Background: an optimization exercise with open tools, aiming at small area, a short achievable clock period and few clock cycles per item. Do not read the settings as production practice.
RTL that was checked went through simulation tests only; none was proved equivalent to the original.
The RTL of run 1 was laid out without a check of its function.

## flow/design.v (module list and top-level ports; edited modules follow where they fit)
// module systolic_array: 2255 lines
module systolic_array #(
    parameter DATAWIDTH = 16,
    parameter N_SIZE = 4
) (
    input clk, rst_n,
    input valid_in,
    input [N_SIZE*DATAWIDTH-1:0] matrix_a_in,  
    input [N_SIZE*DATAWIDTH-1:0] matrix_b_in,  
    output reg valid_out,
    output [N_SIZE*DATAWIDTH*2-1:0] matrix_out  
);
  // ...
==> flow/flow/run.sh <==
#!/bin/bash
# Layout flow: the standard ORFS flow (standard.sh) with three changes:
#  - after the standard synthesis, flow/fixpol.py removes most of the inverters that
#    Yosys' full-adder extraction leaves between full adders (each full adder may be used
#    in its inverted form, since FA(~a,~b,~c) = ~FA(a,b,c)); registers are not touched;
#  - the repair steps aim for a larger setup slack margin, so that the paths end well
#    below the 10 ns clock period; the SDC and the period are the standard flow's own;
#  - port buffers are buf_2, and the clock tree uses larger sink clusters.
set -euo pipefail
R=orfs/results/sky130hd/systolic_array/base
ARGS="SETUP_SLACK_MARGIN=6.7 CORE_UTILIZATION=65 CTS_CLUSTER_SIZE=30 CTS_CLUSTER_DIAMETER=60"
bash standard.sh synth > standard_synth.log 2>&1
cp $R/1_2_yosys.v $R/1_2_yosys.standard.v
python3 flow/fixpol.py $R/1_2_yosys.standard.v $R/1_2_yosys.v > fixpol.log 2>&1
bash standard.sh $ARGS BUFFER_PORTS_ARGS='-buffer_cell sky130_fd_sc_hd__buf_2' finish > standard_flow.log 2>&1
==> flow/flow/fixpol.py <==
#!/usr/bin/env python3
"""Remove inverters around full adders in a sky130hd gate netlist.

A full adder is self-dual: FA(~a, ~b, ~c) = (~sum, ~carry).  Yosys' extract_fa leaves many
inverters between full adders; this script picks, for each full adder, whether to use it
as is or in its inverted form (all inputs and both outputs inverted) so that as few
inverters as possible are needed, and rewrites the netlist.  Only inverters and full
adders change (and xor2/xnor2 cells may swap with each other); registers are untouched.

usage: fixpol.py in.v out.v
"""
import random
import re
import sys
from collections import defaultdict

OUTPINS = {'X', 'Y', 'Q', 'Q_N', 'SUM', 'COUT', 'HI', 'LO'}
P = 'sky130_fd_sc_hd__'
# cells that can be replaced by their complement: new type, output pin renames
SWAP = {
    'xnor2_1': ('xor2_1', {'Y': 'X'}), 'xor2_1': ('xnor2_1', {'X': 'Y'}),
    'nand2_1': ('and2_1', {'Y': 'X'}), 'and2_1': ('nand2_1', {'X': 'Y'}),
    'nor2_1': ('or2_1', {'Y': 'X'}), 'or2_1': ('nor2_1', {'X': 'Y'}),
}


def parse(txt):
    cells = []
    for m in re.finditer(r'^(\s*)(sky130_fd_sc_hd__\w+)\s+(\S+)\s*\((.*?)\);\n', txt, re.S | re.M):
        typ, name, body = m.group(2), m.group(3), m.group(4)
        pins = [(p, n.strip()) for p, n in re.findall(r'\.(\w+)\(([^()]*)\)', body)]
        cells.append({'typ': typ, 'name': name, 'pins': pins, 'span': m.span()})
    return cells


def esc(n):
    return n + ' ' if n.startswith('\\') else n


def norm(n):
    # escaped identifiers keep their trailing space in the text; compare stripped
    return n.strip()


def main():
    src, dst = sys.argv[1], sys.argv[2]
    txt = open(src).read()
    cells = parse(txt)
    drv = {}
    loads = defaultdict(list)
    for ci, c in enumerate(cells):
        for p, n in c['pins']:
            if p in OUTPINS:
                drv[n] = (ci, p)
            else:
                loads[n].append((ci, p))
    ports = set()
    for m in re.finditer(r'^\s*(?:input|output)\s+(?:\[[^\]]*\]\s*)?(\S+);', txt, re.M):
        ports.add(m.group(1))

    assigned = set()
    for m in re.finditer(r'^\s*assign\s+(.*?);', txt, re.M | re.S):
        for t in re.findall(r'(\\\S+|[A-Za-z_][\w$]*(?:\s*\[\d+\])?)', m.group(1)):
            assigned.add(t.strip())
            assigned.add(t.strip().split('[')[0].strip())

    def frozen_net(n):
        return n in assigned or n.split('[')[0].strip() in assigned

    def is_fa(ci):
        return cells[ci]['typ'] in (P + 'fa_1', P + 'fa_2', P + 'fa_4')

    def is_inv(ci):
        return cells[ci]['typ'] in (P + 'inv_1', P + 'inv_2')

    def port_net(n):
        base = n.lstrip('\\').split('[')[0].strip()
        return base in ports

    # inverters we may remove: input not driven by an inverter, output not a port and
    # not driving an inverter
    removable = set()
    for ci, c in enumerate(cells):
        if not is_inv(ci):
            continue
        pins = dict(c['pins'])
        a, y = pins['A'], pins['Y']
        if a in drv and is_inv(drv[a][0]):
            continue
        if port_net(y) or port_net(a) or not loads[y] or frozen_net(y) or frozen_net(a):
            continue
        if any(is_inv(l[0]) for l in loads[y]):
            continue
        removable.add(ci)

    # sources: nets that feed removable inverters or full adders
    # each load pin: (cell, pin) wants value V(src) ^ w
    want = defaultdict(list)      # src net -> list of [cell, pin, w]
    for ci, c in enumerate(cells):
        if ci in removable:
            continue
        for p, n in c['pins']:
            if p in OUTPINS:
                continue
            if n in drv and drv[n][0] in removable:
                a = dict(cells[drv[n][0]]['pins'])['A']
                want[a].append([ci, p, 1])
            elif n in drv and is_fa(drv[n][0]):
                want[n].append([ci, p, 0])
            elif is_fa(ci):
                want[n].append([ci, p, 0])
    fas = [ci for ci in range(len(cells)) if is_fa(ci)
           and not any(p in OUTPINS and (port_net(n) or frozen_net(n)) for p, n in cells[ci]['pins'])]
    flip = {ci: 0 for ci in fas}

    def phi(n):
        d = drv.get(n)
        if d and d[0] in flip:
            return flip[d[0]]
        return 0

    def swappable(n):
        d = drv.get(n)
        if not d:
            return False
        t = cells[d[0]]['typ']
        if len(loads[n]) != len(want[n]) or port_net(n) or frozen_net(n):
            return False
        return t[len(P):] in SWAP

    def net_cost(n):
        ph = phi(n)
        need = [(w ^ flip.get(ci, 0) ^ ph) for ci, p, w in want[n]]
        if not any(need):
            return 0
        if all(need) and swappable(n):
            return 0
        return 1

    touch = defaultdict(set)
    for n, lst in want.items():
        d = drv.get(n)
        if d and d[0] in flip:
            touch[d[0]].add(n)
        for ci, p, w in lst:
            if ci in flip:
                touch[ci].add(n)

    base = sum(net_cost(n) for n in want)
    cur = base
    rng = random.Random(1)
    best = dict(flip)
    bestc = cur
    for rnd in range(60):
        improved = True
        while improved:
            improved = False
            order = list(fas)
            rng.shuffle(order)
            for v in order:
                nets = touch[v]
                before = sum(net_cost(n) for n in nets)
                flip[v] ^= 1
                after = sum(net_cost(n) for n in nets)
                if after < before:
                    cur += after - before
                    improved = True
                else:
                    flip[v] ^= 1
        if cur < bestc:
            bestc = cur
            best = dict(flip)
        # perturb
        flip = dict(best)
        cur = bestc
        for v in rng.sample(fas, max(1, len(fas) // 20)):
            nets = touch[v]
            before = sum(net_cost(n) for n in nets)
            flip[v] ^= 1
            cur += sum(net_cost(n) for n in nets) - before
    flip = best
    sys.stderr.write("fixpol: inverters on adder nets %d -> %d (%d full adders flipped)\n"
                     % (base, bestc, sum(flip.values())))

    # rewrite
    newpins = {ci: list(c['pins']) for ci, c in enumerate(cells)}
    newtyp = {ci: c['typ'] for ci, c in enumerate(cells)}
    added = []
    k = 0
    for n, lst in want.items():
        ph = phi(n)
        need = [(w ^ flip.get(ci, 0) ^ ph) for ci, p, w in lst]
        target = {}
        if any(need) and all(need) and swappable(n):
            d = drv[n][0]
            t = newtyp[d]
            nt, ren = SWAP[t[len(P):]]
            newtyp[d] = P + nt
            newpins[d] = [(ren.get(pp, pp), nn_) for pp, nn_ in newpins[d]]
            for (ci, p, w) in lst:
                target[(ci, p)] = n
        elif any(need):
            nn = 'fixpol_n%d' % k
            added.append((k, n, nn))
            k += 1
            for (ci, p, w), q in zip(lst, need):
                target[(ci, p)] = nn if q else n
        else:
            for (ci, p, w) in lst:
                target[(ci, p)] = n
        for (ci, p), t in target.items():
            newpins[ci] = [(pp, t if pp == p else nn_) for pp, nn_ in newpins[ci]]
    # flipped full adders keep their pins (inputs were rewired above); their outputs now
    # carry the inverted values, which the loads above account for
    out = []
    pos = 0
    for ci, c in enumerate(cells):
        s, e = c['span']
        out.append(txt[pos:s])
        pos = e
        if ci in removable:
            continue
        indent = re.match(r'\s*', txt[s:e]).group(0)
        body = ",\n".join("%s  .%s(%s)" % (indent.strip('\n'), p, esc(n)) for p, n in newpins[ci])
        out.append("%s%s %s (\n%s\n%s);\n" % (indent, newtyp[ci], c['name'], body, indent.strip('\n')))
    rest = txt[pos:]
    decl = "".join("  wire %s;\n" % nn for _, _, nn in added)
    insts = "".join("  %sinv_1 fixpol_inv%d (\n    .A(%s),\n    .Y(%s)\n  );\n" % (P, i, esc(n), nn)
                    for i, n, nn in added)
    rest = rest.replace("endmodule", insts + "endmodule", 1)
    res = "".join(out) + rest
    # declare the new wires after the module's port list
    m = re.search(r'\);\n', res)
    res = res[:m.end()] + decl + res[m.end():]
    open(dst, 'w').write(res)


if __name__ == '__main__':
    main()
==> flow/standard.sh <==
#!/bin/bash
# synth_recipe.tcl (not shown) runs the flow's synth.tcl, then flattens the netlist and writes it again
# the make line also repeats each setting of config.mk as NAME=value (left out here)
make -C /OpenROAD-flow-scripts/flow DESIGN_CONFIG=/design/flow/config.mk WORK_HOME=/design/flow/orfs CLKGATE_MAP_FILE= SYNTH_SCRIPT=/design/flow/synth_recipe.tcl "${@:-finish}"
==> flow/config.mk <==
export PLATFORM = sky130hd
export DESIGN_NAME = systolic_array
export DESIGN_NICKNAME = systolic_array
export VERILOG_FILES = /design/flow/design.v
export SDC_FILE = /design/flow/constraint.sdc
export NUM_CORES = 8
export LEC_CHECK = 0
export CAP_MARGIN = 20
export CORE_MARGIN = 2
export CORE_UTILIZATION = 40
export SLEW_MARGIN = 20
==> flow/constraint.sdc <==
create_clock -name core_clock -period 10.0 [get_ports {clk}]
set_input_delay 2.0000 -clock core_clock [delete_from_list [all_inputs] [get_ports {clk}]]
set_output_delay 2.0000 -clock core_clock [all_outputs]
set_load 0.01 [all_outputs]
==> results.sh, run 1 <==
export IMPL_status="complete, no violations"
export IMPL_groute_usage_overall_pct=34.3
export IMPL_drc=0
export IMPL_rsz0062_at_grt="yes"
export IMPL_clk_insertion_delay_late_ps=710
export IMPL_hold_viol_final=0
export IMPL_area_dominant_class="multi-input gates"
export IMPL_n_clock_buffer=66
export IMPL_nFlopsAndLatches=982
export IMPL_drtPass1Iterations=6
export IMPL_drv_cap=0
export IMPL_hold_ws_ps=322
export IMPL_diodes=4
export IMPL_n_all_buffers=430
export IMPL_multi_input_area_share_pct=51.2
export IMPL_crit_chain="buf_6 > fa_2 > ha_4 > a211oi_2 > o21ai_2 > a41oi_2 > o21ai_4 > a21oi_2 > o21bai_2 > a21oi_2 > nor2b_1 > or2_1 > fa_2 > inv_2 > xnor2_2 > and2_1"
export IMPL_maxSlewHeadroom_pct=37.7
export IMPL_critPathTopFamily="adder cells"
export IMPL_inv_count=61
export IMPL_io_buffers=259
export IMPL_clockBufferDepth=3
export IMPL_htree_levels=2
export IMPL_n_tap_cell=978
export IMPL_instances_no_fill=5214
export IMPL_reg2reg_to="acc2[17]"
export IMPL_final_common_cell="dfxtp_1"
export IMPL_fp_coreArea_um2=75800
export IMPL_grt_overflow_total=0
export IMPL_fillers=4893
export IMPL_dp_cells=4977
export IMPL_fin_crit_sh_pct=33.9
export IMPL_cts_tree="built"
export IMPL_synthCells=4031
export IMPL_required_ps=10600
export IMPL_synth_area_um2=49700
export IMPL_start_kind="flip-flop"
export IMPL_grt_use_met1_pct=43.5
export IMPL_crit_type="reg2reg"
export IMPL_pre_cts_slack_ps=5630
==> inputs of run 2 (changes only) <==
--- a/flow/design.v
+++ b/flow/design.v
@@ -30,17 +30,17 @@
     reg last;
     always @(posedge clk)
         last <= (cnt[1:0] == 2'd0);
     reg [15:0] ra1_0, ra1_1, ra1_2, ra1_3;
     reg [15:0] ra2_0, ra2_1, ra2_2, ra2_3;
     reg [15:0] ra3_0, ra3_1, ra3_2, ra3_3;
     reg [63:0] rb0, rb1, rb2, rb3;
     always @(posedge clk) begin
-        ra1_0 <= ld ? matrix_a_in[16 +: 16] : ra1_3;
+        ra1_0 <= matrix_a_in[16 +: 16];
         ra2_0 <= ld ? matrix_a_in[32 +: 16] : ra2_3;
         ra3_0 <= ld ? matrix_a_in[48 +: 16] : ra3_3;
         rb0 <= ld ? matrix_b_in : rb3;
         ra1_1 <= ra1_0; ra1_2 <= ra1_1; ra1_3 <= ra1_2;
         ra2_1 <= ra2_0; ra2_2 <= ra2_1; ra2_3 <= ra2_2;
         ra3_1 <= ra3_0; ra3_2 <= ra3_1; ra3_3 <= ra3_2;
         rb1 <= rb0; rb2 <= rb1; rb3 <= rb2;
     end
==> run 2 against run 1 <==
Compared with the run above: final area down 0.94%; sequential share of layout area grew 0.27 points; maximum frequency rose by 0.96%; setup slack improved by 32 ps; count of clock-buffer cells in the layout grew 9; critical path type unchanged; largest cell class unchanged; highest routed layer unchanged.
==> results.sh, run 2 <==
export IMPL_status="complete, no violations"
export IMPL_dieHeight_um=280
export IMPL_required_ps=10530
export IMPL_hold_viol_final=0
export IMPL_avgSynthCellArea_um2=12.2
export IMPL_layout_nets=5084
export IMPL_final_setup_worst_slack_ps=6640
export IMPL_grt_pass1_wl_um=192000
export IMPL_drtAntennaViolNets=0
export IMPL_dp_hpwl_um=77600
export IMPL_first_global_vias=33300
export IMPL_worstPathArrival_ps=3890
export IMPL_slew_viol_final=0
export IMPL_cts_root_buf="clkbuf_16"
export IMPL_drv_cap=0
export IMPL_tightest_slew_ps=1020
export IMPL_cts_hold_buf=0
export IMPL_multiInputGateArea_um2=28900
export IMPL_timing_rr_start="acc2[2]"
export IMPL_rsz0062_at_grt="yes"
export IMPL_io_pins=260
export IMPL_path_clk_slew_ps=100
export IMPL_pre_cts_slack_ps=5780
export IMPL_finish_instance_area_um2=56100
export IMPL_clk_insertion_delay_late_ps=670
export IMPL_yosys_warnings=1
export IMPL_critical_path_max_stage_delay_ps=580
export IMPL_final_common_cell="dfxtp_1"
export IMPL_synthCells=4060
export IMPL_hp_class="reg2reg"
export IMPL_cts_tree="built"
export IMPL_startpoint="acc2[2]"
export IMPL_fmax_mhz=298
export IMPL_gp_congestion=0.858
export IMPL_layout_common_cells="dfxtp_1 (900), fa_1 (540), a22oi_1 (480)"
export IMPL_critPathCaptureType="flip-flop"
export IMPL_placed_cell_area_um2=51200
export IMPL_fin_crit_sh_pct=33.6
export IMPL_area_delta_synth_final_pct=13.2
export IMPL_ff_latch_area_um2=19900
export IMPL_groute_usage_overall_pct=31.9
export IMPL_rows=101
export IMPL_min_from="ra2_0[11]"
export IMPL_die_w_um=280
export IMPL_r2r_setup_slack_ps=6640
export IMPL_cts_sinks=982
export IMPL_grt_overflow_total=0
export IMPL_start_kind="flip-flop"
export IMPL_htree_levels=3
export IMPL_cp_slowest_cell="fa_1"
export IMPL_synth_area_um2=49500
export IMPL_vias_per_cell=6.10
export IMPL_crit_type="reg2reg"
export IMPL_finClkSkew_ps=50.2
export IMPL_hold_ws_ps=315
export IMPL_fin_setup_tns_ps=0
export IMPL_cts_buffers_inserted=67
export IMPL_clockBufferDepth=3
export IMPL_fp_coreArea_um2=75700
export IMPL_via_count=32000
export IMPL_drtIter0Drc=2967
export IMPL_post_route_min_period_ps=3360
export IMPL_io_buffers=259
export IMPL_wl_um=128000
export IMPL_setup_viol=0
export IMPL_crit_chain="fa_1 > ha_1 > a211o_1 > a211o_1 > buf_4 > nand4_1 > a31oi_4 > buf_4 > a31oi_4 > nand2b_1 > a21boi_1 > or2_2"
export IMPL_die_area_um2=78400
export IMPL_drc=0
export IMPL_grt_max_degree=68
export IMPL_start_util_pct=65.4
export IMPL_drtPass1Iterations=8
export IMPL_crit_fanout=4
export IMPL_antenna_found_initial=7
export IMPL_maxSlewHeadroom_pct=32.2
export IMPL_fillers=5188
export IMPL_wire_per_inst_um=24.5
export IMPL_synth_fp_nets=4939
export IMPL_drive_above_1_share_pct=19.9
==> run 2: repair_timing <==
| action | CTS | global route |
|---|---|---|
| buffers inserted | 44 | 45 |
| gates cloned | 4 | 14 |
| endpoints found under the setup margin | 220 | 140 |
| pin swaps | 38 | 39 |
| resized for setup | 163 | 108 |
==> run 2: worst paths after layout <==
kind,end,cells past startpoint
setup reg to reg,acc2[24],12
setup / recovery,acc2[24],12
hold reg to reg,ra2_1[11],0
hold / removal,ra2_1[11],0
min in group asynchronous,valid_out,1
max in group asynchronous,ld,1
==> run 2: worst max-delay path: cells and delay by family, from the launching register on <==
| kind | cells | cell delay [ps] |
|---|---|---|
| compound gates | 5 | 1100 |
| fa+ha+maj | 2 | 830 |
| buf+inv | 2 | 360 |
| flops | 1 | 340 |
| simple gates | 3 | 590 |
==> run 2: per-layer routing <==
layer | part of all wire (%) | wire length, um | global-route usage [%]
met5 | 0.011 | 14 | 0
met4 | 4.5 | 5710 | 11.9
met3 | 9.5 | 12200 | 5.90
met2 | 45 | 58300 | 50.7
met1 | 41 | 52100 | 43.9
==> run 2: stage by stage <==
stage / cells / utilization, %
finish: 5239 / 74.1
global route: 5239 / 74.1
CTS: 5178 / 72.4
detailed placement: 5007 / 67.7
global placement: 5007 / 67.7
floorplan: 4060 / -
==> run 2: cell type report <==
type | count | area share (%)
Clock buffer | 75 | 3.10
Tap cell | 978 | 2.18
Inverter | 61 | 0.455
Timing Repair Buffer | 416 | 6.10
Clock inverter | 48 | 1.20
Antenna cell | 2 | 0.00893
Multi-Input combinational cell | 2677 | 51.5
Sequential cell | 982 | 35.5
Testbench counts of run 2, summed over its fixed seeds: cycles 14,592, matrices 768.
==> inputs of run 3 (changes only) <==
--- a/flow/flow/run.sh
+++ b/flow/flow/run.sh
@@ -14,2 +14,2 @@
 python3 flow/fixpol.py $R/1_2_yosys.standard.v $R/1_2_yosys.v > fixpol.log 2>&1
-bash standard.sh $ARGS BUFFER_PORTS_ARGS='-buffer_cell sky130_fd_sc_hd__buf_2' finish > standard_flow.log 2>&1
+bash standard.sh $ARGS BUFFER_PORTS_ARGS='-buffer_cell sky130_fd_sc_hd__buf_2' CTS_ARGS='-sink_clustering_enable -repair_clock_nets -sink_clustering_size 15 -sink_clustering_max_diameter 60 -sink_clustering_buffer sky130_fd_sc_hd__clkbuf_8' finish > standard_flow.log 2>&1
==> run 3 against run 2 <==
Compared with the run above: first-iteration DRC count down 4.1%; routed wire length down 0.58%; via count down 0.28%; final area down 1.6%; still clean; global-route usage down 0.11 points; die area unchanged; setup slack better by 12 ps; highest routed layer unchanged; non-clock buffer count down 7; register-to-register slack about the same.
==> results.sh, run 3 <==
export IMPL_rsz0062_at_grt="yes"
export IMPL_grt_pass1_wl_um=191000
export IMPL_via_count=31900
export IMPL_crit_fanout=4
export IMPL_finClkSkew_ps=41.1
export IMPL_critPathCaptureType="flip-flop"
export IMPL_worstPathArrival_ps=3940
export IMPL_hold_viol_final=0
export IMPL_htree_levels=3
export IMPL_start_util_pct=65.4
export IMPL_gp_congestion=0.858
export IMPL_dr_wl_met3_um=11600
export IMPL_post_route_min_period_ps=3350
export IMPL_cts_tree="built"
export IMPL_wire_per_inst_um=24.4
export IMPL_cts_root_buf="clkbuf_16"
export IMPL_maxSlewHeadroom_pct=30.2
export IMPL_grt_overflow_total=0
export IMPL_synth_area_um2=49500
export IMPL_drv_cap=0
export IMPL_clockBufferDepth=3
export IMPL_first_global_vias=33100
export IMPL_slew_viol_final=0
export IMPL_fin_crit_sh_pct=33.5
export IMPL_avgSynthCellArea_um2=12.2
export IMPL_wl_met1_um=52500
export IMPL_finish_instance_area_um2=55200
export IMPL_area_delta_synth_final_pct=11.4
export IMPL_groute_usage_overall_pct=31.8
export IMPL_grt_max_degree=68
export IMPL_drtPass1Iterations=8
export IMPL_final_setup_worst_slack_ps=6650
export IMPL_yosys_warnings=1
export IMPL_io_pins=260
export IMPL_final_common_cell="dfxtp_1"
export IMPL_vias_per_cell=6.09
export IMPL_fmax_mhz=299
export IMPL_fin_setup_tns_ps=0
export IMPL_cts_hold_buf=0
export IMPL_required_ps=10590
export IMPL_topRoutingLayerUsed="met5"
export IMPL_path_clk_slew_ps=90
export IMPL_drc=0
export IMPL_die_w_um=280
export IMPL_drtAntennaViolNets=0
export IMPL_start_kind="flip-flop"
export IMPL_dr_wl_met2_um=57600
export IMPL_placed_cell_area_um2=51200
export IMPL_antenna_found_initial=6
export IMPL_pre_cts_slack_ps=5780
export IMPL_setup_viol=0
export IMPL_fp_coreArea_um2=75700
export IMPL_cts_sinks=982
export IMPL_wl_um=128000
export IMPL_layout_nets=5093
export IMPL_tightest_slew_ps=1050
export IMPL_synthCells=4060
export IMPL_layout_common_cells="dfxtp_1 (900), fa_1 (540), a22oi_1 (480)"
export IMPL_die_area_um2=78400
export IMPL_cts_buffers_inserted=83
export IMPL_dp_hpwl_um=77600
export IMPL_synth_fp_nets=4939
export IMPL_hp_class="reg2reg"
export IMPL_io_buffers=259
export IMPL_drtIter0Drc=2846
export IMPL_crit_type="reg2reg"
export IMPL_drive_above_1_share_pct=19.4
export IMPL_utilization_pct=72.9
export IMPL_status="complete, no violations"
export IMPL_clk_insertion_delay_late_ps=670
export IMPL_rows=101
export IMPL_dieHeight_um=280
[run 3: path summary, 6_finish.rpt]
path / start / to / slack [ps] / depth (start not counted)
max in group asynchronous: rst_n / ld / 8610 / 1
setup reg to reg: ps0[2] / acc2[11] / 6650 / 19
min in group asynchronous: rst_n / cnt[0] / 1150 / 1
setup / recovery: ps0[2] / acc2[11] / 6650 / 19
hold reg to reg: rb1[60] / rb2[60] / 320 / 0
hold / removal: rb1[60] / rb2[60] / 320 / 0
[run 3: cell type report]
cell class                 count  area [um2]
multi-input combinational   2677       28900
clock inverter                27         377
inverter                      61         258
clock buffer                  93        1280
antenna                        6        15.0
timing repair buffer         409        3260
tap                          978        1220
sequential                   982       19900
fill                        5306       20500
[run 3: through the flow]
stage	cells	hold slack, ps
2_1_floorplan	4060	310
3_3_place_gp	5007	310
3_5_place_dp	5007	312
4_1_cts	5168	312
5_1_grt	5230	317
6_report	5233	315
[run 3: routing by layer]
metal	vias to the layer above	GRT usage, %
met3	378	6.47
met4	2	12.1
li1	14000	-
met2	1573	50.3
met1	16000	43.4
met5	-	0
[run 3: timing repair]
item | 4_1_cts | 5_1_grt
gates resized for setup | 151 | 110
pin swaps | 27 | 45
endpoints found under the hold margin | 0 | 0
gates cloned | 3 | 11
endpoints found under the setup margin | 222 | 150
buffers inserted | 38 | 48
[run 3: critical path, cell delays in order, from the launching register on]
cell	delay [ps]
dfxtp_4	380
fa_2	580
ha_4	210
a211o_1	290
a211o_1	310
a21boi_2	180
buf_4	130
buf_6	80
buf_6	80
buf_6	80
buf_6	80
buf_6	80
buf_6	80
buf_6	80
buf_6	80
buf_6	80
nor2b_1	40
nor2_1	130
xnor2_1	170
and2_1	160
==> inputs of run 4 (changes only) <==
--- a/flow/flow/run.sh
+++ b/flow/flow/run.sh
@@ -10,3 +10,3 @@
 R=orfs/results/sky130hd/systolic_array/base
-ARGS="SETUP_SLACK_MARGIN=6.7 CORE_UTILIZATION=65 CTS_CLUSTER_SIZE=30 CTS_CLUSTER_DIAMETER=60"
+ARGS="SETUP_SLACK_MARGIN=6.65 CORE_UTILIZATION=70 CTS_CLUSTER_SIZE=30 CTS_CLUSTER_DIAMETER=60"
 bash standard.sh synth > standard_synth.log 2>&1
==> run 4 against run 3 <==
Compared with the run above: final area shrank 0.98%; utilization grew 5.1 points; setup slack gained 17 ps; die area shrank 7.0%; first-iteration DRC count grew 17%; global-route usage grew 2.7 points; critical path type unchanged; clock skew grew 18 ps.
==> results.sh, run 4 <==
export IMPL_clk_insertion_delay_late_ps=650
export IMPL_final_common_cell="dfxtp_1"
export IMPL_avgSynthCellArea_um2=12.2
export IMPL_area_delta_synth_final_pct=10.3
export IMPL_critPathCaptureType="flip-flop"
export IMPL_dp_cells=4962
export IMPL_fin_setup_tns_ps=0
export IMPL_groute_usage_overall_pct=34.5
export IMPL_grt_pass1_wl_um=196000
export IMPL_crit_type="reg2reg"
export IMPL_die_w_um=270
export IMPL_drv_cap=0
export IMPL_holdPathEnd="rb2[56]"
export IMPL_cp_slowest_cell="fa_1"
export IMPL_worstPathArrival_ps=3870
export IMPL_synth_fp_nets=4939
export IMPL_drc=0
export IMPL_slew_viol_final=0
export IMPL_required_ps=10540
export IMPL_dp_hpwl_um=79100
export IMPL_rsz0062_at_grt="yes"
export IMPL_fp_coreArea_um2=70000
export IMPL_maxSlewHeadroom_pct=29.9
export IMPL_htree_levels=3
export IMPL_cts_buffers_inserted=82
export IMPL_drtAntennaViolNets=0
export IMPL_post_route_min_period_ps=3330
export IMPL_fin_crit_sh_pct=33.3
export IMPL_path_clk_slew_ps=100
export IMPL_hold_ws_ps=314
export IMPL_wl_um=128000
export IMPL_rows=97
export IMPL_die_area_um2=72900
export IMPL_timing_rr_start="ps0[2]"
export IMPL_io_pins=260
export IMPL_crit_buf_inv=1
export IMPL_vias_per_cell=6.31
export IMPL_min_path_cells=0
export IMPL_instances_no_fill=5152
export IMPL_crit_chain="buf_6 > fa_1 > ha_1 > a21o_1 > and4_4 > o211ai_1 > a21boi_2 > o21ai_2 > a21oi_2 > a211oi_2 > fa_1 > nor2_1"
export IMPL_critical_path_max_stage_delay_ps=480
export IMPL_grt_overflow_total=0
export IMPL_start_kind="flip-flop"
export IMPL_first_global_vias=35000
export IMPL_layout_common_cells="dfxtp_1 (898), fa_1 (540), a22oi_1 (480)"
export IMPL_status="complete, no violations"
export IMPL_r2r_cells=12
export IMPL_io_buffers=259
export IMPL_antenna_found_initial=3
export IMPL_min_from="rb1[56]"
export IMPL_synthCells=4060
export IMPL_tightest_slew_ps=1050
export IMPL_hold_viol_final=0
export IMPL_drtPass1Iterations=8
export IMPL_setup_viol=0
export IMPL_clockBufferDepth=3
export IMPL_critPathMostFrequentCell="fa_1"
export IMPL_cts_tree="built"
export IMPL_fmax_mhz=300
export IMPL_start_util_pct=70.7
export IMPL_r2r_setup_slack_ps=6670
export IMPL_drtIter0Drc=3317
export IMPL_via_count=32500
export IMPL_hp_class="reg2reg"
export IMPL_finClkSkew_ps=58.6
export IMPL_crit_fanout=4
export IMPL_critPathTopFamily="adder cells"
export IMPL_gp_congestion=0.900
export IMPL_dieHeight_um=270
export IMPL_cts_root_buf="clkbuf_16"
export IMPL_grt_max_degree=84
export IMPL_drive_above_1_share_pct=18.4
export IMPL_yosys_warnings=1
export IMPL_cts_sinks=982
export IMPL_layout_nets=5056
export IMPL_synth_area_um2=49500
export IMPL_reg2reg_to="acc3[16]"
export IMPL_wire_per_inst_um=24.9
-- run 4: worst max path at each step --
stage,startpoint,end,slack (ps),depth (start not counted)
2_1_floorplan,ps0[2],acc2[17],6650,14
3_3_place_gp,bneg[4],pc2[21],5810,8
3_5_place_dp,bneg[4],pc3[21],5710,8
4_1_cts,ps0[2],out3[31],6630,11
5_1_grt,ps0[2],acc3[16],6560,12
6_report,ps0[2],acc3[16],6670,12
-- run 4: per-layer routing --
metal  vias to the layer above  global-route usage (%)  wire length (um)
li1                      13800                       -                 -
met2                      1898                    55.0             58900
met4                         2                    16.4              7040
met1                     16300                    46.0             49600
met3                       459                    6.58             12500
met5                         -                       0                11
-- run 4: layout make-up --
| class | instances | area, um2 |
|---|---|---|
| Antenna cell | 1 | 2.50 |
| Clock buffer | 96 | 1320 |
| Clock inverter | 22 | 339 |
| Fill cell | 4426 | 15400 |
| Inverter | 61 | 265 |
| Multi-Input combinational cell | 2677 | 28700 |
| Sequential cell | 982 | 19800 |
| Tap cell | 940 | 1180 |
| Timing Repair Buffer | 373 | 2950 |
-- run 4: worst reg2reg max path: stages, from the launching register on --
cell and delay (ps):
dfxtp_4 400, buf_6 130, fa_1 460, ha_1 320, a21o_1 190, and4_4 200, o211ai_1 300, a21boi_2 120
o21ai_2 200, a21oi_2 90, a211oi_2 270, fa_1 480, nor2_1 100
-- run 4: metrics by stage --
stage	area [um2]	utilization (%)	setup WS, ps
finish	54600	78.0	6670
global route	54600	78.0	6560
CTS	53700	76.7	6630
detailed placement	51100	73.0	5710
global placement	51100	73.0	5810
floorplan	49600	-	6650
-- run 4: what timing repair did --
item	CTS	global route
buffers inserted	32	27
hold endpoints to repair	0	0
hold buffers	0	0
cloned	4	8
endpoints found under the setup margin	212	143
resized for setup	131	90
pin swaps	23	38
==> inputs of run 5 (changes only) <==
--- a/flow/flow/run.sh
+++ b/flow/flow/run.sh
@@ -10,3 +10,3 @@
 R=orfs/results/sky130hd/systolic_array/base
-ARGS="SETUP_SLACK_MARGIN=6.65 CORE_UTILIZATION=70 CTS_CLUSTER_SIZE=30 CTS_CLUSTER_DIAMETER=60"
+ARGS="SETUP_SLACK_MARGIN=6.6 CORE_UTILIZATION=70 CTS_CLUSTER_SIZE=30 CTS_CLUSTER_DIAMETER=60"
 bash standard.sh synth > standard_synth.log 2>&1
==> run 5 against run 4 <==
Compared with the run above: critical endpoint is now acc2[17]; routed wire length down 2.8%; final cell count down 0.29%; final area down 0.87%; non-clock buffer count down 10; sequential cell count unchanged; global-route usage about the same; largest cell class unchanged; highest routed layer is now met4.
==> results.sh, run 5 <==
export IMPL_status="complete, no violations"
export IMPL_synth_area_um2=49500
export IMPL_r2r_cells=14
export IMPL_die_w_um=270
export IMPL_fillers=4462
export IMPL_hold_ws_ps=313
export IMPL_yosys_warnings=1
export IMPL_rsz0062_at_grt="yes"
export IMPL_critPathCaptureType="flip-flop"
export IMPL_wl_um=125000
export IMPL_cts_sinks=982
export IMPL_required_ps=10510
export IMPL_drtAntennaViolNets=0
export IMPL_min_from="rb1[61]"
export IMPL_synthCells=4060
export IMPL_groute_usage_overall_pct=34.5
export IMPL_via_count=32100
export IMPL_die_area_um2=72900
export IMPL_grt_overflow_total=0
export IMPL_drtPass1Iterations=8
export IMPL_synth_fp_nets=4939
export IMPL_drive_above_1_share_pct=17.6
export IMPL_cts_root_buf="clkbuf_16"
export IMPL_crit_type="reg2reg"
export IMPL_placed_cell_area_um2=51200
export IMPL_timing_rr_start="ps0[2]"
export IMPL_multiInputGateArea_um2=28600
export IMPL_startpoint="ps0[2]"
export IMPL_min_path_cells=0
export IMPL_io_pins=260
export IMPL_cts_hold_buf=0
export IMPL_io_buffers=259
export IMPL_finish_instance_area_um2=54100
export IMPL_cts_tree="built"
export IMPL_drv_cap=0
export IMPL_first_global_vias=35500
export IMPL_reg2reg_to="acc2[17]"
export IMPL_worstPathArrival_ps=3880
export IMPL_r2r_setup_slack_ps=6630
export IMPL_layout_nets=5045
export IMPL_setup_viol=0
export IMPL_drtIter0Drc=3327
export IMPL_gp_congestion=0.885
export IMPL_final_setup_worst_slack_ps=6630
export IMPL_utilization_pct=77.3
export IMPL_critical_path_max_stage_delay_ps=590
export IMPL_dieHeight_um=270
export IMPL_fin_setup_tns_ps=0
export IMPL_slew_viol_final=0
export IMPL_rows=97
export IMPL_wire_per_inst_um=24.2
export IMPL_crit_chain="fa_2 > ha_4 > a211o_1 > a211o_1 > a21boi_2 > o21ai_2 > a21oi_2 > o21ai_2 > a21oi_2 > inv_1 > fa_2 > inv_2 > xnor2_2 > and2_1"
export IMPL_clk_insertion_delay_late_ps=650
export IMPL_path_clk_slew_ps=100
export IMPL_post_route_min_period_ps=3370
export IMPL_antenna_found_initial=0
export IMPL_start_util_pct=70.7
export IMPL_clockBufferDepth=3
export IMPL_finClkSkew_ps=50.4
export IMPL_tightest_slew_ps=1090
export IMPL_vias_per_cell=6.25
export IMPL_cp_slowest_cell="fa_2"
export IMPL_fp_coreArea_um2=70000
export IMPL_layout_common_cells="dfxtp_1 (904), fa_1 (541), a22oi_1 (480)"
export IMPL_ff_latch_area_um2=19800
export IMPL_maxSlewHeadroom_pct=27.4
export IMPL_avgSynthCellArea_um2=12.2
export IMPL_fin_crit_sh_pct=33.7
export IMPL_htree_levels=3
export IMPL_hp_class="reg2reg"
export IMPL_fmax_mhz=297
export IMPL_holdPathEnd="rb2[61]"
export IMPL_drc=0
export IMPL_cts_buffers_inserted=81
export IMPL_hold_viol_final=0
export IMPL_pre_cts_slack_ps=5540
export IMPL_grt_pass1_wl_um=197000
export IMPL_start_kind="flip-flop"
export IMPL_grt_max_degree=84
export IMPL_area_delta_synth_final_pct=9.30
export IMPL_crit_fanout=4
export IMPL_dp_hpwl_um=79200
export IMPL_final_common_cell="dfxtp_1"
run 5: cell types whose count changed in the layout (fill, tap and decap cells not counted), moves of 4 or more:
| cell | delta |
|---|---|
| buf_6 | -4 |
| buf_16 | -4 |
| dfxtp_1 | +6 |
| buf_4 | +4 |
| clkbuf_8 | -4 |
| dfxtp_2 | +6 |
| clkinv_8 | -4 |
| dfxtp_4 | -12 |
| clkbuf_16 | -4 |
run 5: how the worst max path moves through the flow:
| stage | endpoint | slack [ps] | cells after the start |
|---|---|---|---|
| after floorplan | pc1[19] | 6560 | 9 |
| after CTS | pc1[21] | 6580 | 8 |
| after detailed placement | pc1[21] | 5540 | 8 |
| after global placement | pc1[21] | 5650 | 8 |
| after global routing | acc2[16] | 6490 | 13 |
| final | acc2[17] | 6630 | 14 |
run 5: layout make-up:
cell class | instances | area share [%]
flip-flops and latches | 982 | 36.6
multi-input cells | 2677 | 52.9
well taps | 940 | 2.17
clock buffers | 92 | 2.32
inverters | 61 | 0.462
diodes | 1 | 0.00462
repair buffers | 363 | 4.94
clock inverters | 21 | 0.624
run 5: through the flow:
stage / std cells
finish: 5137
global route: 5136
CTS: 5109
detailed placement: 4968
global placement: 4968
floorplan: 4060
run 5: metal layers:
layer | vias to the layer above | track usage, % | part of all wire (%)
met1 | 16100 | 45.5 | 39
met5 | - | 0 | 0
li1 | 13800 | - | -
met4 | 0 | 14.0 | 4.4
met2 | 1834 | 55.8 | 47
met3 | 398 | 7.49 | 10
run 5: what timing repair did:
item,in CTS,in global routing
cloned,4,4
gates resized for setup,126,66
pin swaps,19,28
endpoints found under the setup margin,212,128
buffers inserted,24,23
run 5: critical path: cells and delay by family (launching register included):
kind            cells  cell delay (ps)
fa+ha+maj           3             1130
xor+xnor            1               70
compound gates      7             1350
simple gates        1              170
buf+inv             2              130
flops               1              400
==> inputs of run 6 (changes only) <==
--- a/flow/flow/run.sh
+++ b/flow/flow/run.sh
@@ -10,3 +10,3 @@
 R=orfs/results/sky130hd/systolic_array/base
-ARGS="SETUP_SLACK_MARGIN=6.6 CORE_UTILIZATION=70 CTS_CLUSTER_SIZE=30 CTS_CLUSTER_DIAMETER=60"
+ARGS="SETUP_SLACK_MARGIN=6.65 CORE_UTILIZATION=65 CTS_CLUSTER_SIZE=30 CTS_CLUSTER_DIAMETER=60"
 bash standard.sh synth > standard_synth.log 2>&1
==> run 6 against run 5 <==
Compared with the run above: still clean; via count down 1.6%; clock skew fell by 13 ps; utilization down 5.0 points; global-route usage shrank 2.9 points; critical path depth is 3 lower; synthesized area did not move; worst hold slack improved by 10 ps; sequential cell count is the same.
==> results.sh, run 6 <==
export IMPL_status="complete, no violations"
export IMPL_clockBufferDepth=3
export IMPL_wl_um=124000
export IMPL_layout_common_cells="dfxtp_1 (905), fa_1 (541), a22oi_1 (480)"
export IMPL_final_common_cell="dfxtp_1"
export IMPL_met2_usage_pct=49.2
export IMPL_io_buffers=259
export IMPL_cts_sinks=982
export IMPL_drtIter0Drc=2813
export IMPL_antenna_found_initial=8
export IMPL_cts_root_buf="clkbuf_16"
export IMPL_area_delta_synth_final_pct=10.5
export IMPL_pre_cts_slack_ps=5140
export IMPL_crit_type="reg2reg"
export IMPL_groute_usage_overall_pct=31.6
export IMPL_maxSlewHeadroom_pct=29.6
export IMPL_layout_nets=5064
export IMPL_utilization_pct=72.3
export IMPL_grt_use_met1_pct=43.5
export IMPL_clk_insertion_delay_late_ps=640
export IMPL_rows=101
export IMPL_r2r_setup_slack_ps=6650
export IMPL_cts_buffers_inserted=85
export IMPL_cts_hold_buf=0
export IMPL_crit_end="acc0[30]"
export IMPL_dieHeight_um=280
export IMPL_drc=0
export IMPL_drv_cap=0
export IMPL_htree_levels=3
export IMPL_dp_hpwl_um=74900
export IMPL_yosys_warnings=1
export IMPL_rsz0062_at_grt="yes"
export IMPL_start_kind="flip-flop"
export IMPL_synth_area_um2=49500
export IMPL_hp_class="reg2reg"
export IMPL_gp_congestion=0.873
export IMPL_final_setup_worst_slack_ps=6650
export IMPL_grt_busiest_layer="met2"
export IMPL_worstPathArrival_ps=3890
export IMPL_path_clk_slew_ps=100
export IMPL_setup_viol=0
export IMPL_startpoint="ps0[2]"
export IMPL_drtPass1Iterations=9
export IMPL_grt_max_degree=84
export IMPL_post_route_min_period_ps=3350
export IMPL_fmax_mhz=299
export IMPL_finClkSkew_ps=37.6
export IMPL_hold_ws_ps=324
export IMPL_wire_per_inst_um=23.9
export IMPL_required_ps=10540
export IMPL_r2r_cells=11
export IMPL_synth_fp_nets=4939
export IMPL_vias_per_cell=6.08
export IMPL_use_met3_pct=6.72
export IMPL_via_count=31600
export IMPL_tightest_slew_ps=1060
export IMPL_diodes=0
export IMPL_fin_crit_sh_pct=33.5
export IMPL_fin_setup_tns_ps=0
export IMPL_fillers=5341
export IMPL_drive_above_1_share_pct=18.6
export IMPL_io_pins=260
export IMPL_critPathCaptureType="flip-flop"
export IMPL_cts_tree="built"
export IMPL_grt_overflow_total=0
export IMPL_avgSynthCellArea_um2=12.2
export IMPL_timing_rr_start="ps0[2]"
export IMPL_die_area_um2=78400
export IMPL_min_from="ra1_2[13]"
export IMPL_grt_pass1_wl_um=190000
export IMPL_crit_fanout=4
export IMPL_drtAntennaViolNets=0
export IMPL_first_global_vias=33100
export IMPL_die_w_um=280
export IMPL_synthCells=4060
export IMPL_start_util_pct=65.4
export IMPL_hold_viol_final=0
export IMPL_fp_coreArea_um2=75700
export IMPL_reg2reg_to="acc0[30]"
export IMPL_slew_viol_final=0
[run 6: routing by layer]
| layer | up-vias | part of all wire, % |
|---|---|---|
| li1 | 13900 | - |
| met5 | - | 0 |
| met4 | 0 | 4.3 |
| met3 | 340 | 9.7 |
| met2 | 1637 | 45 |
| met1 | 15700 | 41 |
[run 6: what timing repair did]
item                                    4_1_cts  5_1_grt
resized for setup                           147       79
pin swaps                                    29       33
setup buffers                                37       22
hold endpoints to repair                      0        0
endpoints found under the setup margin      214      127
cloned                                        4        6
[run 6: worst max-delay path: stages, from the launching register on]
cell	delay, ps
dfxtp_4	390
buf_12	140
fa_2	560
ha_4	210
a211oi_2	210
o211ai_1	180
a21oi_2	300
o211ai_4	220
a2111oi_4	490
o31ai_2	130
xor2_1	200
or2_1	210
[run 6: through the flow]
stage | std cells | instance area (um2)
after global routing | 5201 | 54700
final | 5201 | 54700
after floorplan | 4060 | 49600
after CTS | 5173 | 54000
after detailed placement | 5007 | 51200
after global placement | 5007 | 51200
[run 6: layout make-up]
cell class | count | area, um2 | share of cell area, %
multi-input cells | 2677 | 28700 | 52.5
clock buffers | 98 | 1350 | 2.47
inverters | 61 | 263 | 0.480
repair buffers | 378 | 2940 | 5.37
clock inverters | 27 | 374 | 0.684
well taps | 978 | 1220 | 2.24
flip-flops and latches | 982 | 19800 | 36.2
[run 6: worst min path at each step]
stage / endpoint / slack (ps) / cells past startpoint
after floorplan: ra1_1[0] / 310 / 0
final: ra1_3[13] / 320 / 0
after global placement: ra3_3[12] / 310 / 0
after detailed placement: ra1_1[14] / 310 / 0
after CTS: rb3[26] / 330 / 0
after global routing: ra1_1[10] / 320 / 0
==> inputs of run 7 (changes only) <==
--- a/flow/flow/run.sh
+++ b/flow/flow/run.sh
@@ -10,3 +10,3 @@
 R=orfs/results/sky130hd/systolic_array/base
-ARGS="SETUP_SLACK_MARGIN=6.65 CORE_UTILIZATION=65 CTS_CLUSTER_SIZE=30 CTS_CLUSTER_DIAMETER=60"
+ARGS="SETUP_SLACK_MARGIN=6.6 CORE_UTILIZATION=65 CTS_CLUSTER_SIZE=30 CTS_CLUSTER_DIAMETER=60"
 bash standard.sh synth > standard_synth.log 2>&1
==> run 7 against run 6 <==
Compared with the run above: sequential cell count stayed put; first-iteration DRC count is 15% higher; die area stayed put; synthesized area stayed put; non-clock buffer count is 18 lower; worst hold slack worse by 3.9 ps; utilization is 0.57 points lower; final area is 0.79% lower; final cell count is 0.37% lower; global-route usage is 0.18 points lower; setup slack better by 1.8 ps.
==> results.sh, run 7 <==
export IMPL_layout_common_cells="dfxtp_1 (907), fa_1 (542), a22oi_1 (480)"
export IMPL_status="complete, no violations"
export IMPL_io_pins=260
export IMPL_dp_hpwl_um=77200
export IMPL_groute_usage_overall_pct=31.4
export IMPL_layout_nets=5043
export IMPL_avgSynthCellArea_um2=12.2
export IMPL_start_kind="flip-flop"
export IMPL_fin_setup_tns_ps=0
export IMPL_wire_per_inst_um=23.6
export IMPL_via_count=31300
export IMPL_cts_buffers_inserted=82
export IMPL_post_route_min_period_ps=3350
export IMPL_htree_levels=3
export IMPL_drc=0
export IMPL_pre_cts_slack_ps=5350
export IMPL_fillers=5447
export IMPL_drive_above_1_share_pct=17.5
export IMPL_cts_sinks=982
export IMPL_hold_viol_final=0
export IMPL_hold_ws_ps=320
export IMPL_drtIter0Drc=3229
export IMPL_crit_fanout=16
export IMPL_grt_pass1_wl_um=189000
export IMPL_grt_max_degree=65
export IMPL_slew_viol_final=0
export IMPL_drv_cap=0
export IMPL_synth_area_um2=49500
export IMPL_grt_overflow_total=0
export IMPL_cts_root_buf="clkbuf_16"
export IMPL_cts_tree="built"
export IMPL_clockBufferDepth=3
export IMPL_maxSlewHeadroom_pct=30.7
export IMPL_clk_insertion_delay_late_ps=670
export IMPL_drtPass1Iterations=8
export IMPL_final_setup_worst_slack_ps=6650
export IMPL_synth_fp_nets=4939
export IMPL_crit_type="reg2reg"
export IMPL_worstPathArrival_ps=3870
export IMPL_wl_um=123000
export IMPL_dieHeight_um=280
export IMPL_final_common_cell="dfxtp_1"
export IMPL_path_clk_slew_ps=100
export IMPL_antenna_found_initial=6
export IMPL_synthCells=4060
export IMPL_finClkSkew_ps=55.4
export IMPL_rows=101
export IMPL_tightest_slew_ps=1040
export IMPL_setup_viol=0
export IMPL_die_area_um2=78400
export IMPL_fp_coreArea_um2=75700
export IMPL_start_util_pct=65.4
export IMPL_yosys_warnings=1
export IMPL_cts_hold_buf=0
export IMPL_fmax_mhz=299
export IMPL_die_w_um=280
export IMPL_area_delta_synth_final_pct=9.61
export IMPL_hp_class="reg2reg"
export IMPL_fin_crit_sh_pct=33.5
export IMPL_vias_per_cell=6.03
export IMPL_required_ps=10520
export IMPL_rsz0062_at_grt="yes"
export IMPL_drtAntennaViolNets=0
export IMPL_critPathCaptureType="flip-flop"
export IMPL_gp_congestion=0.862
export IMPL_io_buffers=259
export IMPL_first_global_vias=32900
run 7: layout make-up:
type | instances | area (um2) | area share, %
flip-flops and latches | 982 | 19800 | 36.5
repair buffers | 360 | 2710 | 4.99
clock inverters | 24 | 339 | 0.624
multi-input cells | 2677 | 28600 | 52.7
clock buffers | 96 | 1330 | 2.45
diodes | 4 | 10.0 | 0.0184
inverters | 61 | 263 | 0.484
well taps | 978 | 1220 | 2.25
run 7: worst paths after layout:
kind | start | endpoint | slack [ps] | depth (start not counted)
setup reg to reg | bneg[3] | pc1[23] | 6650 | 8
setup / recovery | bneg[3] | pc1[23] | 6650 | 8
hold reg to reg | ra1_1[13] | ra1_2[13] | 320 | 0
max in group asynchronous | rst_n | ld | 8620 | 1
min in group asynchronous | rst_n | valid_out | 1150 | 1
hold / removal | ra1_1[13] | ra1_2[13] | 320 | 0
run 7: worst max-delay path, cell delays in order (launching register included):
cell and delay, ps:
dfxtp_4 460, buf_16 200, clkinv_8 130, buf_6 200, xor2_1 240, fa_1 480, fa_1 460, fa_1 500
fa_1 490
run 7: repair_timing:
| action | in CTS | in global routing |
|---|---|---|
| gates cloned | 5 | 3 |
| pin swaps | 8 | 25 |
| resized for setup | 110 | 74 |
| endpoints found under the hold margin | 0 | 0 |
| setup endpoints to repair | 204 | 125 |
| buffers inserted | 20 | 18 |
run 7: stage by stage:
step	utilization, %	instances	instance area (um2)
2_1_floorplan	-	4060	49600
3_3_place_gp	67.7	5012	51300
6_report	71.7	5182	54300
3_5_place_dp	67.7	5012	51300
5_1_grt	71.7	5180	54300
4_1_cts	71.0	5157	53700
run 7: layer usage:
metal | vias to the layer above | part of all wire (%) | GRT usage [%]
met4 | 4 | 3.9 | 12.3
met5 | - | 0.021 | 0
met3 | 312 | 9.2 | 6.66
met1 | 15600 | 42 | 43.4
met2 | 1546 | 45 | 48.7
li1 | 13800 | - | -
==> inputs of run 8 (changes only) <==
--- a/flow/flow/run.sh
+++ b/flow/flow/run.sh
@@ -10,3 +10,3 @@
 R=orfs/results/sky130hd/systolic_array/base
-ARGS="SETUP_SLACK_MARGIN=6.6 CORE_UTILIZATION=65 CTS_CLUSTER_SIZE=30 CTS_CLUSTER_DIAMETER=60"
+ARGS="SETUP_SLACK_MARGIN=6.7 CORE_UTILIZATION=65 CTS_CLUSTER_SIZE=30 CTS_CLUSTER_DIAMETER=60"
 bash standard.sh synth > standard_synth.log 2>&1
@@ -14,2 +14,2 @@
 python3 flow/fixpol.py $R/1_2_yosys.standard.v $R/1_2_yosys.v > fixpol.log 2>&1
-bash standard.sh $ARGS BUFFER_PORTS_ARGS='-buffer_cell sky130_fd_sc_hd__buf_2' CTS_ARGS='-sink_clustering_enable -repair_clock_nets -sink_clustering_size 15 -sink_clustering_max_diameter 60 -sink_clustering_buffer sky130_fd_sc_hd__clkbuf_8' finish > standard_flow.log 2>&1
+bash standard.sh $ARGS BUFFER_PORTS_ARGS='-buffer_cell sky130_fd_sc_hd__buf_2' CTS_ARGS='-sink_clustering_enable -repair_clock_nets -sink_clustering_size 12 -sink_clustering_max_diameter 70 -sink_clustering_buffer sky130_fd_sc_hd__clkbuf_8' finish > standard_flow.log 2>&1
==> run 8 against run 7 <==
Compared with the run above: still clean on timing, DRC and antenna; non-clock buffer count up 49; via count up 1.5%; utilization up 1.0 points; final cell count up 0.89%; maximum frequency down 1.7%; sequential cell count unchanged; register-to-register slack worse by 60 ps; synthesized cell count unchanged; critical path depth up 4; global-route usage up 0.43 points; critical endpoint is now acc2[26]; largest cell class unchanged; highest routed layer unchanged.
==> results.sh, run 8 <==
export IMPL_timing_rr_start="ps0[2]"
export IMPL_fillers=5352
export IMPL_wire_per_inst_um=24.0
export IMPL_fp_coreArea_um2=75700
export IMPL_instances_no_fill=5228
export IMPL_cts_root_buf="clkbuf_16"
export IMPL_drtAntennaViolNets=0
export IMPL_use_met3_pct=6.23
export IMPL_wl_um=125000
export IMPL_synthCells=4060
export IMPL_synth_fp_nets=4939
export IMPL_grt_busiest_layer="met2"
export IMPL_die_area_um2=78400
export IMPL_fmax_mhz=294
export IMPL_grt_pass1_wl_um=191000
export IMPL_cts_buffers_inserted=94
export IMPL_required_ps=10550
export IMPL_crit_fanout=4
export IMPL_avgSynthCellArea_um2=12.2
export IMPL_antenna_found_initial=7
export IMPL_pre_cts_slack_ps=5780
export IMPL_slew_viol_final=0
export IMPL_path_clk_slew_ps=80
export IMPL_grt_max_degree=68
export IMPL_drv_cap=0
export IMPL_crit_type="reg2reg"
export IMPL_fin_crit_sh_pct=34.0
export IMPL_post_route_min_period_ps=3400
export IMPL_finish_instance_area_um2=55100
export IMPL_setup_viol=0
export IMPL_min_path_cells=0
export IMPL_dp_cells=5007
export IMPL_critPathCaptureType="flip-flop"
export IMPL_grt_overflow_total=0
export IMPL_io_buffers=259
export IMPL_die_w_um=280
export IMPL_hold_viol_final=0
export IMPL_cts_sinks=982
export IMPL_fin_setup_tns_ps=0
export IMPL_groute_usage_overall_pct=31.8
export IMPL_finClkSkew_ps=51.4
export IMPL_grt_use_met1_pct=43.6
export IMPL_drtPass1Iterations=6
export IMPL_drtIter0Drc=2694
export IMPL_dieHeight_um=280
export IMPL_start_kind="flip-flop"
export IMPL_rsz0062_at_grt="yes"
export IMPL_cts_tree="built"
export IMPL_layout_nets=5104
export IMPL_min_from="rb1[13]"
export IMPL_status="complete, no violations"
export IMPL_reg2reg_to="acc2[26]"
export IMPL_clk_insertion_delay_late_ps=670
export IMPL_cp_slowest_cell="fa_2"
export IMPL_gp_congestion=0.858
export IMPL_vias_per_cell=6.07
export IMPL_area_delta_synth_final_pct=11.1
export IMPL_first_global_vias=33300
export IMPL_critPathMostFrequentCell="a211o_1"
export IMPL_final_setup_worst_slack_ps=6600
export IMPL_worstPathArrival_ps=3960
export IMPL_start_util_pct=65.4
export IMPL_drc=0
export IMPL_yosys_warnings=1
export IMPL_final_common_cell="dfxtp_1"
export IMPL_htree_levels=3
export IMPL_holdPathEnd="rb2[13]"
export IMPL_crit_chain="fa_2 > ha_4 > a211o_1 > a211o_1 > buf_4 > nand4_1 > a31oi_4 > buf_6 > a211oi_4 > o21bai_1 > xor2_1 > or2_1"
export IMPL_drive_above_1_share_pct=19.3
export IMPL_r2r_cells=12
export IMPL_via_count=31700
export IMPL_placed_cell_area_um2=51200
export IMPL_io_pins=260
export IMPL_rows=101
export IMPL_clockBufferDepth=3
export IMPL_critical_path_max_stage_delay_ps=570
export IMPL_r2r_setup_slack_ps=6600
export IMPL_layout_common_cells="dfxtp_1 (904), fa_1 (539), a22oi_1 (480)"
export IMPL_dp_hpwl_um=77600
export IMPL_met2_usage_pct=50.4
export IMPL_synth_area_um2=49500
export IMPL_tightest_slew_ps=1040
export IMPL_maxSlewHeadroom_pct=30.9
export IMPL_hp_class="reg2reg"
-- run 8: per-stage QoR --
stage / hold slack (ps) / utilization [%]
5_1_grt: 302 / 72.7
4_1_cts: 300 / 71.2
2_1_floorplan: 310 / -
3_3_place_gp: 310 / 67.7
3_5_place_dp: 312 / 67.7
6_report: 306 / 72.7
-- run 8: worst max path at each step --
stage | startpoint | endpoint | slack, ps | depth (start not counted)
global route | ps0[2] | acc2[11] | 6540 | 19
CTS | ps0[2] | acc2[11] | 6590 | 19
finish | ps0[2] | acc2[26] | 6600 | 12
global placement | bneg[5] | pc1[23] | 5840 | 8
floorplan | bneg[7] | pc1[19] | 6670 | 9
detailed placement | bneg[5] | pc0[23] | 5780 | 8
-- run 8: what timing repair did --
item | in CTS | in global routing
gates resized for setup | 143 | 114
cloned | 3 | 7
hold buffers | 0 | 0
setup buffers | 41 | 49
pin swaps | 28 | 46
endpoints found under the setup margin | 219 | 147
-- run 8: worst max-delay path: cells and delay by family (launching register included) --
kind,cells,cell delay [ps]
simple gates,2,440
fa+ha+maj,2,770
buf+inv,2,340
compound gates,5,1220
flops,1,380
xor+xnor,1,160
-- run 8: metal layers --
layer  routed length [um]  part of all wire (%)  vias up
met1                51400                    41    15900
li1                     -                     -    13900
met4                 5390                   4.3        2
met2                57300                    46     1526
met5                   10                0.0080        -
met3                11400                   9.1      318
-- run 8: area by class of cell --
cell class | count | area, um2 | area share [%]
antenna | 3 | 7.51 | 0.0136
clock buffer | 105 | 1450 | 2.63
clock inverter | 13 | 214 | 0.389
inverter | 61 | 258 | 0.468
multi-input combinational | 2677 | 28900 | 52.4
sequential | 982 | 19800 | 36.0
tap | 978 | 1220 | 2.22
timing repair buffer | 409 | 3190 | 5.79
==> inputs of run 9 (changes only) <==
==> flow/flow/run.sh (replaced) <==
#!/bin/bash
# Layout flow: the standard ORFS flow (standard.sh) with these changes:
#  - after the standard synthesis, flow/fixpol.py removes most of the inverters that
#    Yosys' full-adder extraction leaves between full adders (each full adder may be used
#    in its inverted form, since FA(~a,~b,~c) = ~FA(a,b,c)); registers are not touched;
#  - the repair steps aim for a larger setup slack margin, so that the paths end well
#    below the 10 ns clock period; the SDC and the period are the standard flow's own;
#  - port buffers are buf_2;
#  - the clock tree clusters up to 15 sinks within 60 um under each clkbuf_8 leaf buffer
#    (CTS_ARGS; it overrides the CTS_CLUSTER_* settings).
# Each step's full output goes to a log file in this folder; ORFS keeps its own logs
# under orfs/logs.
set -euo pipefail
R=orfs/results/sky130hd/systolic_array/base
ARGS="SETUP_SLACK_MARGIN=6.7 CORE_UTILIZATION=65 CTS_CLUSTER_SIZE=30 CTS_CLUSTER_DIAMETER=60"
CTS="-sink_clustering_enable -repair_clock_nets -sink_clustering_size 15 -sink_clustering_max_diameter 60 -sink_clustering_buffer sky130_fd_sc_hd__clkbuf_8"
bash standard.sh synth > standard_synth.log 2>&1
cp $R/1_2_yosys.v $R/1_2_yosys.standard.v
python3 flow/fixpol.py $R/1_2_yosys.standard.v $R/1_2_yosys.v > fixpol.log 2>&1
bash standard.sh $ARGS BUFFER_PORTS_ARGS='-buffer_cell sky130_fd_sc_hd__buf_2' CTS_ARGS="$CTS" finish > standard_flow.log 2>&1
--- a/flow/flow/fixpol.py
+++ b/flow/flow/fixpol.py
@@ -7,3 +7,4 @@
 inverters as possible are needed, and rewrites the netlist.  Only inverters and full
-adders change (and xor2/xnor2 cells may swap with each other); registers are untouched.
+adders change (and an xor2, xnor2, and2, nand2, or2 or nor2 driving only inverted
+inputs may be swapped for its complement); registers are untouched.
 
==> run 9 against run 8 <==
Compared with the run above: critical path type unchanged; non-clock buffer count is the same; count of clock-buffer cells in the layout shrank 12; first-iteration DRC count grew 5.6%; critical path depth rose by 7; critical endpoint is now acc2[11]; highest routed layer unchanged; still clean; register-to-register slack gained 60 ps; synthesized area did not move.
==> results.sh, run 9 <==
export IMPL_status="complete, no violations"
export IMPL_finish_instance_area_um2=55200
export IMPL_fmax_mhz=299
export IMPL_vias_per_cell=6.09
export IMPL_clk_insertion_delay_late_ps=670
export IMPL_synthCells=4060
export IMPL_drv_cap=0
export IMPL_rsz0062_at_grt="yes"
export IMPL_cts_sinks=982
export IMPL_fin_setup_tns_ps=0
export IMPL_final_common_cell="dfxtp_1"
export IMPL_r2r_setup_slack_ps=6650
export IMPL_critPathCaptureType="flip-flop"
export IMPL_dieHeight_um=280
export IMPL_io_pins=260
export IMPL_post_route_min_period_ps=3350
export IMPL_cts_root_buf="clkbuf_16"
export IMPL_die_area_um2=78400
export IMPL_groute_usage_overall_pct=31.8
export IMPL_yosys_warnings=1
export IMPL_required_ps=10590
export IMPL_cts_buffers_inserted=83
export IMPL_grt_pass1_wl_um=191000
export IMPL_synth_fp_nets=4939
export IMPL_layout_nets=5093
export IMPL_worstPathArrival_ps=3940
export IMPL_maxSlewHeadroom_pct=30.2
export IMPL_avgSynthCellArea_um2=12.2
export IMPL_finClkSkew_ps=41.1
export IMPL_placed_cell_area_um2=51200
export IMPL_antenna_found_initial=6
export IMPL_start_kind="flip-flop"
export IMPL_critical_path_max_stage_delay_ps=580
export IMPL_fin_crit_sh_pct=33.5
export IMPL_die_w_um=280
export IMPL_utilization_pct=72.9
export IMPL_wl_um=128000
export IMPL_start_util_pct=65.4
export IMPL_grt_max_degree=68
export IMPL_crit_chain="fa_2 > ha_4 > a211o_1 > a211o_1 > a21boi_2 > buf_4 > buf_6 > buf_6 > buf_6 > buf_6 > buf_6 > buf_6 > buf_6 > buf_6 > buf_6 > nor2b_1 > nor2_1 > xnor2_1 > and2_1"
export IMPL_drtIter0Drc=2846
export IMPL_drive_above_1_share_pct=19.4
export IMPL_drtAntennaViolNets=0
export IMPL_drtPass1Iterations=8
export IMPL_hold_ws_ps=315
export IMPL_fp_coreArea_um2=75700
export IMPL_layout_common_cells="dfxtp_1 (900), fa_1 (540), a22oi_1 (480)"
export IMPL_cts_hold_buf=0
export IMPL_via_count=31900
export IMPL_io_buffers=259
export IMPL_dp_hpwl_um=77600
export IMPL_drc=0
export IMPL_hp_class="reg2reg"
export IMPL_synth_area_um2=49500
export IMPL_first_global_vias=33100
export IMPL_tightest_slew_ps=1050
export IMPL_cts_tree="built"
export IMPL_htree_levels=3
export IMPL_hold_viol_final=0
export IMPL_setup_viol=0
export IMPL_slew_viol_final=0
export IMPL_crit_fanout=4
export IMPL_critPathMostFrequentCell="buf_6"
export IMPL_clockBufferDepth=3
export IMPL_cp_slowest_cell="fa_2"
export IMPL_gp_congestion=0.858
export IMPL_rows=101
export IMPL_crit_type="reg2reg"
export IMPL_grt_overflow_total=0
export IMPL_path_clk_slew_ps=90
export IMPL_area_delta_synth_final_pct=11.4
export IMPL_wire_per_inst_um=24.4
## run 9: cell types whose count changed in the layout (fill, tap and decap cells not counted), moves of 3 or more
cell        change
diode_2         +3
inv_8           +3
clkbuf_8       -12
dfxtp_2         -3
buf_6           -4
dfxtp_4         +7
clkbuf_16       +4
clkinvlp_4      +3
dfxtp_1         -4
## run 9: area by class of cell
cell class | count | area, um2
multi-input cells | 2677 | 28900
fillers | 5306 | 20500
flip-flops and latches | 982 | 19900
repair buffers | 409 | 3260
clock buffers | 93 | 1280
well taps | 978 | 1220
clock inverters | 27 | 377
inverters | 61 | 258
diodes | 6 | 15.0
## run 9: worst paths after layout
check | startpoint | end | cells after the start
worst max-delay path | ps0[2] | acc2[11] | 19
worst min-delay path | rb1[60] | rb2[60] | 0
worst max register to register | ps0[2] | acc2[11] | 19
worst min register to register | rb1[60] | rb2[60] | 0
max in group asynchronous | rst_n | ld | 1
min in group asynchronous | rst_n | cnt[0] | 1
## run 9: stage by stage
step,setup WS [ps],cells
2_1_floorplan,6670,4060
3_3_place_gp,5840,5007
3_5_place_dp,5780,5007
4_1_cts,6610,5168
5_1_grt,6550,5230
6_report,6650,5233
## run 9: repair_timing
item | CTS | global route
gates cloned | 3 | 11
setup endpoints to repair | 222 | 150
setup buffers | 38 | 48
pin swaps | 27 | 45
resized for setup | 151 | 110
## run 9: critical path, delay by kind of cell (launching register included)
| family | cells | cell delay, ps |
|---|---|---|
| adder cells (fa/ha/maj) | 2 | 790 |
| flip-flops | 1 | 380 |
| AND/OR/NAND/NOR | 3 | 330 |
| AO/OA/AOI/OAI | 3 | 780 |
| buffers and inverters | 10 | 850 |
| XOR/XNOR | 1 | 170 |
## run 9: per-layer routing
metal	vias to the layer above	wire [um]	track usage [%]
met5	-	14	0
met2	1573	57600	50.3
met3	378	11600	6.47
li1	14000	-	-
met4	2	5790	12.1
met1	16000	52500	43.4

afterwards: timing with drivers on the ports:
How much do the figures lean on ideal ports? The routed layouts below were timed once more, with nothing changed but the port constraints. Step 1 sets driving cells, clkbuf_16 on the clock port and buf_2 on the other inputs (assumed; they add their load-dependent delay and slew). Step 2 also shifts input and output timing later by t, the mid clock arrival at the registers, as if the neighbouring blocks saw the same clock. a / b / c = no drivers / after step 1 / after step 2; a / b = the first two.
run	shift t [ns]	slack for setup (ns)	hold WS [ns]	worst register clock-pin slew, ns	worst slew at a driven data input, ns
run 1	0.762	6.608 / 6.608 / 6.608	0.322 / 0.322 / 0.322	0.11 / 0.11	0.07
run 2	0.718	6.640 / 6.640 / 6.640	0.315 / 0.315 / 0.315	0.11 / 0.11	0.08
run 3	0.722	6.653 / 6.653 / 6.653	0.315 / 0.315 / 0.315	0.10 / 0.10	0.08
run 4	0.693	6.670 / 6.667 / 6.670	0.314 / 0.314 / 0.314	0.10 / 0.10	0.08
run 5	0.695	6.628 / 6.628 / 6.628	0.313 / 0.313 / 0.313	0.11 / 0.11	0.08
run 6	0.697	6.652 / 6.652 / 6.652	0.324 / 0.324 / 0.324	0.10 / 0.10	0.09
run 7	0.712	6.654 / 6.654 / 6.654	0.320 / 0.320 / 0.320	0.10 / 0.10	0.08
run 8	0.716	6.595 / 6.595 / 6.595	0.306 / 0.306 / 0.306	0.09 / 0.09	0.09
run 9	0.722	6.653 / 6.653 / 6.653	0.315 / 0.315 / 0.315	0.10 / 0.10	0.08
After both steps setup and hold are still met in every run listed.
